From an optimization exercise on the open Yosys and OpenROAD flow, aimed at small area; shortcuts taken in it are not production practice.
RTL that was checked went through simulation tests only; none was proved equivalent to the original.
The clock input has no modelled driver; a real chip could not lean on it and would need a root buffer or a full tree.
Power figures rest on the tool's default switching activity, not on a simulated workload.

==> inputs of run E <==
// clock
module clock (
  input clk,
  input reset,
  input switch,
  output [6:0] led_a,
  output [6:0] led_b,
  output [6:0] led_c,
  output [6:0] led_d,
  output [6:0] led_e,
  output [6:0] led_f
);
Settings: LEC_CHECK=0, ABC_AREA=1, CAP_MARGIN=20, CORE_MARGIN=2, CORE_UTILIZATION=40, CTS_BUF_LIST=sky130_fd_sc_hd__clkbuf_8, CTS_CLUSTER_SIZE=30, SLEW_MARGIN=20; clock period 20.0 ns.
standard.sh (not shown) runs the stock make flow with config.mk's settings and CLKGATE_MAP_FILE= SYNTH_SCRIPT=/design/flow/synth_recipe.tcl, a recipe that flattens the netlist after the stock synthesis.
==> flow/flow/run.sh <==
#!/bin/bash
# Standard ORFS flow, with two changes: the combinational logic of the standard
# synthesis netlist is re-optimised with a stronger ABC script (registers are kept
# as the standard synthesis made them), and ports are buffered with buf_1.
set -euo pipefail
W=$(pwd)
R=$W/orfs/results/$FLOW_PLATFORM/clock/base
LIB=$FLOW_HOME/platforms/$FLOW_PLATFORM/lib/sky130_fd_sc_hd__tt_025C_1v80.lib

bash standard.sh synth > $W/std_synth.log 2>&1
cp $R/1_2_yosys.v $W/std_netlist.v

cat > $W/reopt.ys <<EOF
read_liberty -ignore_miss_func $LIB
read_verilog $W/std_netlist.v
hierarchy -top $FLOW_TOP
setattr -mod -set keep_hierarchy 1 sky130_fd_sc_hd__df*
flatten
opt_clean -purge
abc -script $W/flow/deep.abc -liberty $LIB -dont_use *probe* -dont_use *lpflow* -dont_use *clkbuf* -dont_use *clkinv*
opt_clean -purge
hilomap -singleton -hicell sky130_fd_sc_hd__conb_1 HI -locell sky130_fd_sc_hd__conb_1 LO
select $FLOW_TOP
write_verilog -noattr -noexpr -selected $W/reopt_netlist.v
EOF
yosys -l $W/reopt.log -q $W/reopt.ys > /dev/null 2>&1

rm -f $R/1_synth.odb $R/1_synth.sdc
cp $W/reopt_netlist.v $R/1_2_yosys.v
bash standard.sh BUFFER_PORTS_ARGS="-buffer_cell sky130_fd_sc_hd__buf_1" finish > $W/std_flow.log 2>&1
==> flow/flow/deep.abc <==
strash
dc2
&get -n
&deepsyn -T 20
&put
dch -f
amap
topo
==> run F (differences from run E) <==
==> flow/run.sh (new file) <==
#!/bin/bash
# synth_recipe.tcl (not shown) runs the flow's synth.tcl, then flattens the netlist and writes it again
# the make line also repeats each setting of config.mk as NAME=value (left out here)
make -C /OpenROAD-flow-scripts/flow DESIGN_CONFIG=/design/flow/config.mk WORK_HOME=/design/flow/orfs CLKGATE_MAP_FILE= SYNTH_SCRIPT=/design/flow/synth_recipe.tcl finish
--- a/flow/config.mk
+++ b/flow/config.mk
@@ -10,5 +10,3 @@
 export CORE_MARGIN = 2
 export CORE_UTILIZATION = 40
-export CTS_BUF_LIST = sky130_fd_sc_hd__clkbuf_8
-export CTS_CLUSTER_SIZE = 30
 export SLEW_MARGIN = 20
removed: flow/flow/run.sh
removed: flow/flow/deep.abc
removed: flow/standard.sh
==> run X (differences from run E) <==
--- a/flow/flow/run.sh
+++ b/flow/flow/run.sh
@@ -28,3 +28,3 @@
 rm -f $R/1_synth.odb $R/1_synth.sdc
 cp $W/reopt_netlist.v $R/1_2_yosys.v
-bash standard.sh BUFFER_PORTS_ARGS="-buffer_cell sky130_fd_sc_hd__buf_1" finish > $W/std_flow.log 2>&1
+bash standard.sh BUFFER_PORTS_ARGS="-buffer_cell sky130_fd_sc_hd__buf_1" CTS_ARGS="-sink_clustering_enable -repair_clock_nets -buf_list sky130_fd_sc_hd__clkbuf_8 -root_buf sky130_fd_sc_hd__clkbuf_8 -sink_clustering_size 30 -dont_use_dummy_load" finish > $W/std_flow.log 2>&1
--- a/flow/config.mk
+++ b/flow/config.mk
@@ -10,5 +10,3 @@
 export CORE_MARGIN = 2
 export CORE_UTILIZATION = 40
-export CTS_BUF_LIST = sky130_fd_sc_hd__clkbuf_8
-export CTS_CLUSTER_SIZE = 30
 export SLEW_MARGIN = 20
==> notes.md <==
item	run F	run X	run E
Initial cell density of the core	0.422	0.425	0.425
Most common cell after layout, fill and taps aside	nand2_1	nor2_1	nor2_1
Multi-input gate share of total cell area	0.434	0.432	0.430
Share of total power in sequential cells	0.588	0.608	0.591
Die area	4440 um2	3430 um2	3430 um2
Power Combinational	2.89 uW	3.37 uW	3.37 uW
Area grow syn2layout	28.4%	20.3%	20.9%
Layout cell share with drive strength beyond 1	0.0491	0.0135	0.0179
Sequential portion of the cell area	0.229	0.321	0.319
Placed instance area	1960 um2	1390 um2	1390 um2
Worst Skew	9.25 ps	11.9 ps	0.705 ps
Net Count, Synth	255	180	180
Run status	timing/DRC/antenna clean	timing/DRC/antenna clean	timing/DRC/antenna clean
Metal2 WL	1560 um	1320 um	1310 um
Area of the core	3720 um2	2810 um2	2810 um2
Standard-cell row count	22	19	19
Share of the core filled with cells	0.542	0.511	0.514
First-pass GRT wire length	6150 um	4450 um	4460 um
Inverter count	37	30	30
Smallest setup slack after layout	10170 ps	9980 ps	9980 ps
# Taps	48	31	31
First-iteration detailed-routing DRC count	166	50	46
Number of cells on the critical path	7	13	13
Tmin final	9830 ps	10020 ps	10020 ps
Bufs and invs on worst path	2	3	3
Wire length after detailed routing	3460 um	2670 um	2660 um
Function was not checked in any run of this note: the RTL went through the layout flow alone.

* * *

==> inputs of job 1851 <==
Another version of the RTL of clock (not shown whole).
==> flow/config.mk <==
export PLATFORM = sky130hd
export DESIGN_NAME = clock
export DESIGN_NICKNAME = clock
export VERILOG_FILES = /design/flow/design.v
export SDC_FILE = /design/flow/constraint.sdc
export NUM_CORES = 4
export LEC_CHECK = 0
export ABC_AREA = 1
export CAP_MARGIN = 20
export CELL_PAD_IN_SITES_DETAIL_PLACEMENT = 1
export CORE_AREA = 2 2 66 66
export DIE_AREA = 0 0 68 68
export PLACE_DENSITY = 0.4
export SLEW_MARGIN = 20
==> flow/constraint.sdc <==
create_clock -name core_clock -period 20.0 [get_ports {clk}]
set_input_delay 4.0000 -clock core_clock [delete_from_list [all_inputs] [get_ports {clk}]]
set_output_delay 4.0000 -clock core_clock [all_outputs]
set_load 0.01 [all_outputs]
==> flow/flow/run.sh <==
#!/bin/bash
# Standard ORFS flow with three changes:
#  1. the combinational logic of the standard synthesis netlist is collapsed and
#     re-optimised with ABC's &deepsyn (16 seeds, the smallest result is kept); the registers
#     stay exactly as the standard synthesis made them (names and cells);
#  2. ports are buffered with buf_1;
#  3. after CTS the clock tree is collapsed into one buf_12 (flow/onebuf.tcl).
set -euo pipefail
W=$(pwd)
R=$W/orfs/results/$FLOW_PLATFORM/clock/base
LIB=$FLOW_HOME/platforms/$FLOW_PLATFORM/lib/sky130_fd_sc_hd__tt_025C_1v80.lib

bash standard.sh synth > $W/std_synth.log 2>&1
cp $R/1_2_yosys.v $W/std_netlist.v

reopt() {
  local s=$1
  printf 'strash\ncollapse\nsop\nstrash\ndc2\n&get -n\n&deepsyn -T %s -S %s\n&put\ndch -f\namap\ntopo\n' "$DEEP_T" "$s" > $W/deep_$s.abc
  cat > $W/reopt_$s.ys <<EOF
read_liberty -ignore_miss_func $LIB
read_verilog $W/std_netlist.v
hierarchy -top $FLOW_TOP
setattr -mod -set keep_hierarchy 1 sky130_fd_sc_hd__df*
flatten
opt_clean -purge
abc -script $W/deep_$s.abc -liberty $LIB -dont_use *probe* -dont_use *lpflow* -dont_use *clkbuf* -dont_use *clkinv* -dont_use *_0
opt_clean -purge
hilomap -singleton -hicell sky130_fd_sc_hd__conb_1 HI -locell sky130_fd_sc_hd__conb_1 LO
select $FLOW_TOP
write_verilog -noattr -noexpr -selected $W/reopt_$s.v
EOF
  yosys -l $W/reopt_$s.log -q $W/reopt_$s.ys > /dev/null 2>&1 || true
  yosys -l $W/reopt_stat_$s.log -q -p "read_liberty -lib $LIB; read_verilog $W/reopt_$s.v; hierarchy -top $FLOW_TOP; tee -o $W/reopt_$s.stat stat -liberty $LIB" > /dev/null 2>&1 || true
}
DEEP_T=${DEEP_T:-20}
SEEDS="0 1 2 3 4 5 6 7 8 9 10 11 12 13 14 15"
set -- $SEEDS
while (( $# )); do
  for s in "${@:1:4}"; do reopt $s & done
  wait
  shift $(( $# < 4 ? $# : 4 ))
done
best=""; bestA=1e18
for s in $SEEDS; do
  [[ -s $W/reopt_$s.v && -s $W/reopt_$s.stat ]] || continue
  a=$(grep "Chip area for module" $W/reopt_$s.stat | tail -1 | awk '{print $NF}')
  [[ -n "$a" ]] || continue
  if python3 -c "import sys; sys.exit(0 if $a < $bestA else 1)"; then best=$s; bestA=$a; fi
done
echo "reopt areas:"; grep -H "Chip area for module" $W/reopt_*.stat || true
echo "best seed $best area $bestA"
if [[ -n "$best" ]]; then
  rm -f $R/1_synth.odb $R/1_synth.sdc
  cp $W/reopt_$best.v $R/1_2_yosys.v
fi

bash standard.sh BUFFER_PORTS_ARGS="-buffer_cell sky130_fd_sc_hd__buf_1" \
  CTS_ARGS="-sink_clustering_enable -repair_clock_nets -dont_use_dummy_load" \
  POST_CTS_TCL=$W/flow/onebuf.tcl ONEBUF_CELL=sky130_fd_sc_hd__buf_12 \
  finish > $W/std_flow.log 2>&1
Other scripts of this flow, unchanged in this note and not shown: flow/flow/onebuf.tcl
==> job 7560: changes against job 1851 <==
--- a/flow/design.v
+++ b/flow/design.v
@@ -34,21 +34,21 @@
 wire en_hr = en_m1 & m1_last;
 assign cyc_n[0] = (~reset) | (cyc[1]);
 assign cyc_n[1] = (~cyc[0] & ~cyc[3] & reset) | (~cyc[0] & ~cyc[1] & reset) | (cyc[2] & reset);
 assign cyc_n[2] = (~cyc[0] & ~cyc[2] & cyc[3] & reset);
 assign cyc_n[3] = (~reset) | (~cyc[3]) | (~cyc[0] & ~cyc[2]);
 assign cyc_last = (cyc[0] & cyc[1] & ~cyc[3]);
 assign s0_f[0] = (s0[2] & ~s0[3]) | (s0[0] & s0[1] & s0[3]) | (~s0[0] & s0[2]);
 assign s0_n[0] = ~reset | (en_s0 ? s0_f[0] : s0[0]);
-assign s0_f[1] = (s0[0] & s0[1] & ~s0[3]) | (~s0[0] & s0[2]) | (~s0[0] & s0[1] & s0[3]) | (s0[2] & s0[3]);
+assign s0_f[1] = (~s0[0] & s0[3]) | (s0[0] & s0[1] & ~s0[3]) | (s0[2] & s0[3]) | (~s0[0] & s0[2]);
 assign s0_n[1] = reset & (en_s0 ? s0_f[1] : s0[1]);
 assign s0_f[2] = (~s0[0] & ~s0[3]) | (~s0[1]) | (s0[0] & ~s0[2] & s0[3]);
 assign s0_n[2] = ~reset | (en_s0 ? s0_f[2] : s0[2]);
-assign s0_f[3] = (~s0[3]) | (~s0[0] & s0[1] & s0[2]);
+assign s0_f[3] = (~s0[3]);
 assign s0_n[3] = reset & (en_s0 ? s0_f[3] : s0[3]);
 assign s0_last = (s0[0] & ~s0[2] & s0[3]);
 assign led_a[0] = (~s0[1]);
 assign led_a[1] = (~s0[0] & s0[2]) | (s0[2] & s0[3]);
 assign led_a[2] = (s0[0] & ~s0[2]) | (s0[3]);
 assign led_a[3] = (s0[0] & ~s0[2] & ~s0[3]) | (~s0[1] & s0[3]);
 assign led_a[4] = (~s0[0] & s0[1] & s0[2]);
 assign led_a[5] = (~s0[0] & ~s0[2]);
--- a/flow/flow/run.sh
+++ b/flow/flow/run.sh
@@ -1,13 +1,13 @@
 #!/bin/bash
 # Standard ORFS flow with three changes:
 #  1. the combinational logic of the standard synthesis netlist is collapsed and
-#     re-optimised with ABC's &deepsyn (16 seeds, the smallest result is kept); the registers
-#     stay exactly as the standard synthesis made them (names and cells);
+#     re-optimised with ABC's &deepsyn (8 seeds, the smallest result is kept); the registers stay
+#     exactly as the standard synthesis made them;
 #  2. ports are buffered with buf_1;
 #  3. after CTS the clock tree is collapsed into one buf_12 (flow/onebuf.tcl).
 set -euo pipefail
 W=$(pwd)
 R=$W/orfs/results/$FLOW_PLATFORM/clock/base
 LIB=$FLOW_HOME/platforms/$FLOW_PLATFORM/lib/sky130_fd_sc_hd__tt_025C_1v80.lib
 
 bash standard.sh synth > $W/std_synth.log 2>&1
@@ -27,26 +27,23 @@
 opt_clean -purge
 hilomap -singleton -hicell sky130_fd_sc_hd__conb_1 HI -locell sky130_fd_sc_hd__conb_1 LO
 select $FLOW_TOP
 write_verilog -noattr -noexpr -selected $W/reopt_$s.v
 EOF
   yosys -l $W/reopt_$s.log -q $W/reopt_$s.ys > /dev/null 2>&1 || true
   yosys -l $W/reopt_stat_$s.log -q -p "read_liberty -lib $LIB; read_verilog $W/reopt_$s.v; hierarchy -top $FLOW_TOP; tee -o $W/reopt_$s.stat stat -liberty $LIB" > /dev/null 2>&1 || true
 }
-DEEP_T=${DEEP_T:-20}
-SEEDS="0 1 2 3 4 5 6 7 8 9 10 11 12 13 14 15"
-set -- $SEEDS
-while (( $# )); do
-  for s in "${@:1:4}"; do reopt $s & done
-  wait
-  shift $(( $# < 4 ? $# : 4 ))
-done
+DEEP_T=${DEEP_T:-30}
+for s in 1 2 3 4; do reopt $s & done
+wait
+for s in 13 29 47 71; do reopt $s & done
+wait
 best=""; bestA=1e18
-for s in $SEEDS; do
+for s in 1 2 3 4 13 29 47 71; do
   [[ -s $W/reopt_$s.v && -s $W/reopt_$s.stat ]] || continue
   a=$(grep "Chip area for module" $W/reopt_$s.stat | tail -1 | awk '{print $NF}')
   [[ -n "$a" ]] || continue
   if python3 -c "import sys; sys.exit(0 if $a < $bestA else 1)"; then best=$s; bestA=$a; fi
 done
 echo "reopt areas:"; grep -H "Chip area for module" $W/reopt_*.stat || true
 echo "best seed $best area $bestA"
 if [[ -n "$best" ]]; then
==> job 2582: changes against job 1851 <==
--- a/flow/design.v
+++ b/flow/design.v
@@ -34,21 +34,21 @@
 wire en_hr = en_m1 & m1_last;
 assign cyc_n[0] = (~reset) | (cyc[1]);
 assign cyc_n[1] = (~cyc[0] & ~cyc[3] & reset) | (~cyc[0] & ~cyc[1] & reset) | (cyc[2] & reset);
 assign cyc_n[2] = (~cyc[0] & ~cyc[2] & cyc[3] & reset);
 assign cyc_n[3] = (~reset) | (~cyc[3]) | (~cyc[0] & ~cyc[2]);
 assign cyc_last = (cyc[0] & cyc[1] & ~cyc[3]);
 assign s0_f[0] = (s0[2] & ~s0[3]) | (s0[0] & s0[1] & s0[3]) | (~s0[0] & s0[2]);
 assign s0_n[0] = ~reset | (en_s0 ? s0_f[0] : s0[0]);
-assign s0_f[1] = (s0[0] & s0[1] & ~s0[3]) | (~s0[0] & s0[2]) | (~s0[0] & s0[1] & s0[3]) | (s0[2] & s0[3]);
+assign s0_f[1] = (~s0[0] & s0[3]) | (s0[0] & s0[1] & ~s0[3]) | (s0[2] & s0[3]) | (~s0[0] & s0[2]);
 assign s0_n[1] = reset & (en_s0 ? s0_f[1] : s0[1]);
 assign s0_f[2] = (~s0[0] & ~s0[3]) | (~s0[1]) | (s0[0] & ~s0[2] & s0[3]);
 assign s0_n[2] = ~reset | (en_s0 ? s0_f[2] : s0[2]);
-assign s0_f[3] = (~s0[3]) | (~s0[0] & s0[1] & s0[2]);
+assign s0_f[3] = (~s0[3]);
 assign s0_n[3] = reset & (en_s0 ? s0_f[3] : s0[3]);
 assign s0_last = (s0[0] & ~s0[2] & s0[3]);
 assign led_a[0] = (~s0[1]);
 assign led_a[1] = (~s0[0] & s0[2]) | (s0[2] & s0[3]);
 assign led_a[2] = (s0[0] & ~s0[2]) | (s0[3]);
 assign led_a[3] = (s0[0] & ~s0[2] & ~s0[3]) | (~s0[1] & s0[3]);
 assign led_a[4] = (~s0[0] & s0[1] & s0[2]);
 assign led_a[5] = (~s0[0] & ~s0[2]);
==> notes.md <==
item	job 1851	job 2582	job 7560
First-pass GRT wire length	4.73 mm	5.02 mm	4.86 mm
Drt total wl	3.07 mm	3.09 mm	3.00 mm
Origin of the critical flop-to-flop path	cyc[0]$_DFF_P_	cyc[3]$_DFF_P_	cyc[3]$_DFF_P_
Post-Place Cell Area	1300 sq um	1300 sq um	1310 sq um
Met3 Usage GRT	0.0164	0.0197	0.0148
Final critical delay including setup and external delays	9.97 ns	9.78 ns	9.77 ns
Flop-to-flop setup slack	17.03 ns	17.20 ns	17.22 ns
Post-Route Skew	0.00261 ns	0.00271 ns	0.00290 ns
Final non-filler cell total	244	246	247
Clk pwr share	0.273	0.267	0.273
Leakage	0.000534 uW	0.000572 uW	0.000577 uW
Wire length on met2	1.55 mm	1.54 mm	1.54 mm
Placer Congestion	0.732	0.798	0.801
Final worst setup slack	10.03 ns	10.22 ns	10.23 ns
Via total after detailed routing	1206	1212	1220
Total clock network power	19.9 uW	19.4 uW	19.8 uW
Share of cells above drive strength 1	0.00515	0.00510	0.00508
GRT Resource Usage Total	0.150	0.154	0.154
Logic depth of the worst path, buffers included	14	13	13
Non-CTS inverters	27	28	28
Initial core utilization	0.271	0.272	0.272
Outcome	timing/DRC/antenna clean	timing/DRC/antenna clean	timing/DRC/antenna clean
M1 WL	1.31 mm	1.38 mm	1.29 mm
Flip-flop and latch power	47.5 uW	47.4 uW	47.3 uW
Number of multi-input combinational cells in the layout	100	101	102

-- re-timing with driven ports --
The flow's constraints put no driver on any port. The routed layouts listed below were extracted and timed again, unchanged, in two steps. Step 1: set_driving_cell puts a clkbuf_16 on clk and a buf_2 on each other input, an assumption about the parent block. Step 2 times the ports against the registers' clock, not the clock port: input delays grow and output delays shrink by t, the midpoint of the rising clock arrivals with the driver on. a / b / c = ideal ports / drivers / drivers and shift; a / b = the first two.
run | t, ns | setup WS [ns] | latest minus earliest clock arrival (ns)
run E | 0.283 | 9.982 / 9.958 / 9.958 | 0.001 / 0.001
run F | 0.286 | 10.167 / 10.146 / 10.146 | 0.009 / 0.009
run X | 0.278 | 9.977 / 9.952 / 9.952 | 0.012 / 0.012
job 1851 | 0.157 | 10.033 / 10.007 / 10.007 | 0.002 / 0.003
job 7560 | 0.159 | 10.234 / 10.211 / 10.211 | 0.003 / 0.002
job 2582 | 0.158 | 10.219 / 10.195 / 10.195 | 0.003 / 0.003
After both steps every run listed still meets setup and hold. The setup slack of job 1851, which loses most, moves by -0.026 ns with the drivers and by -0.026 ns with both steps.
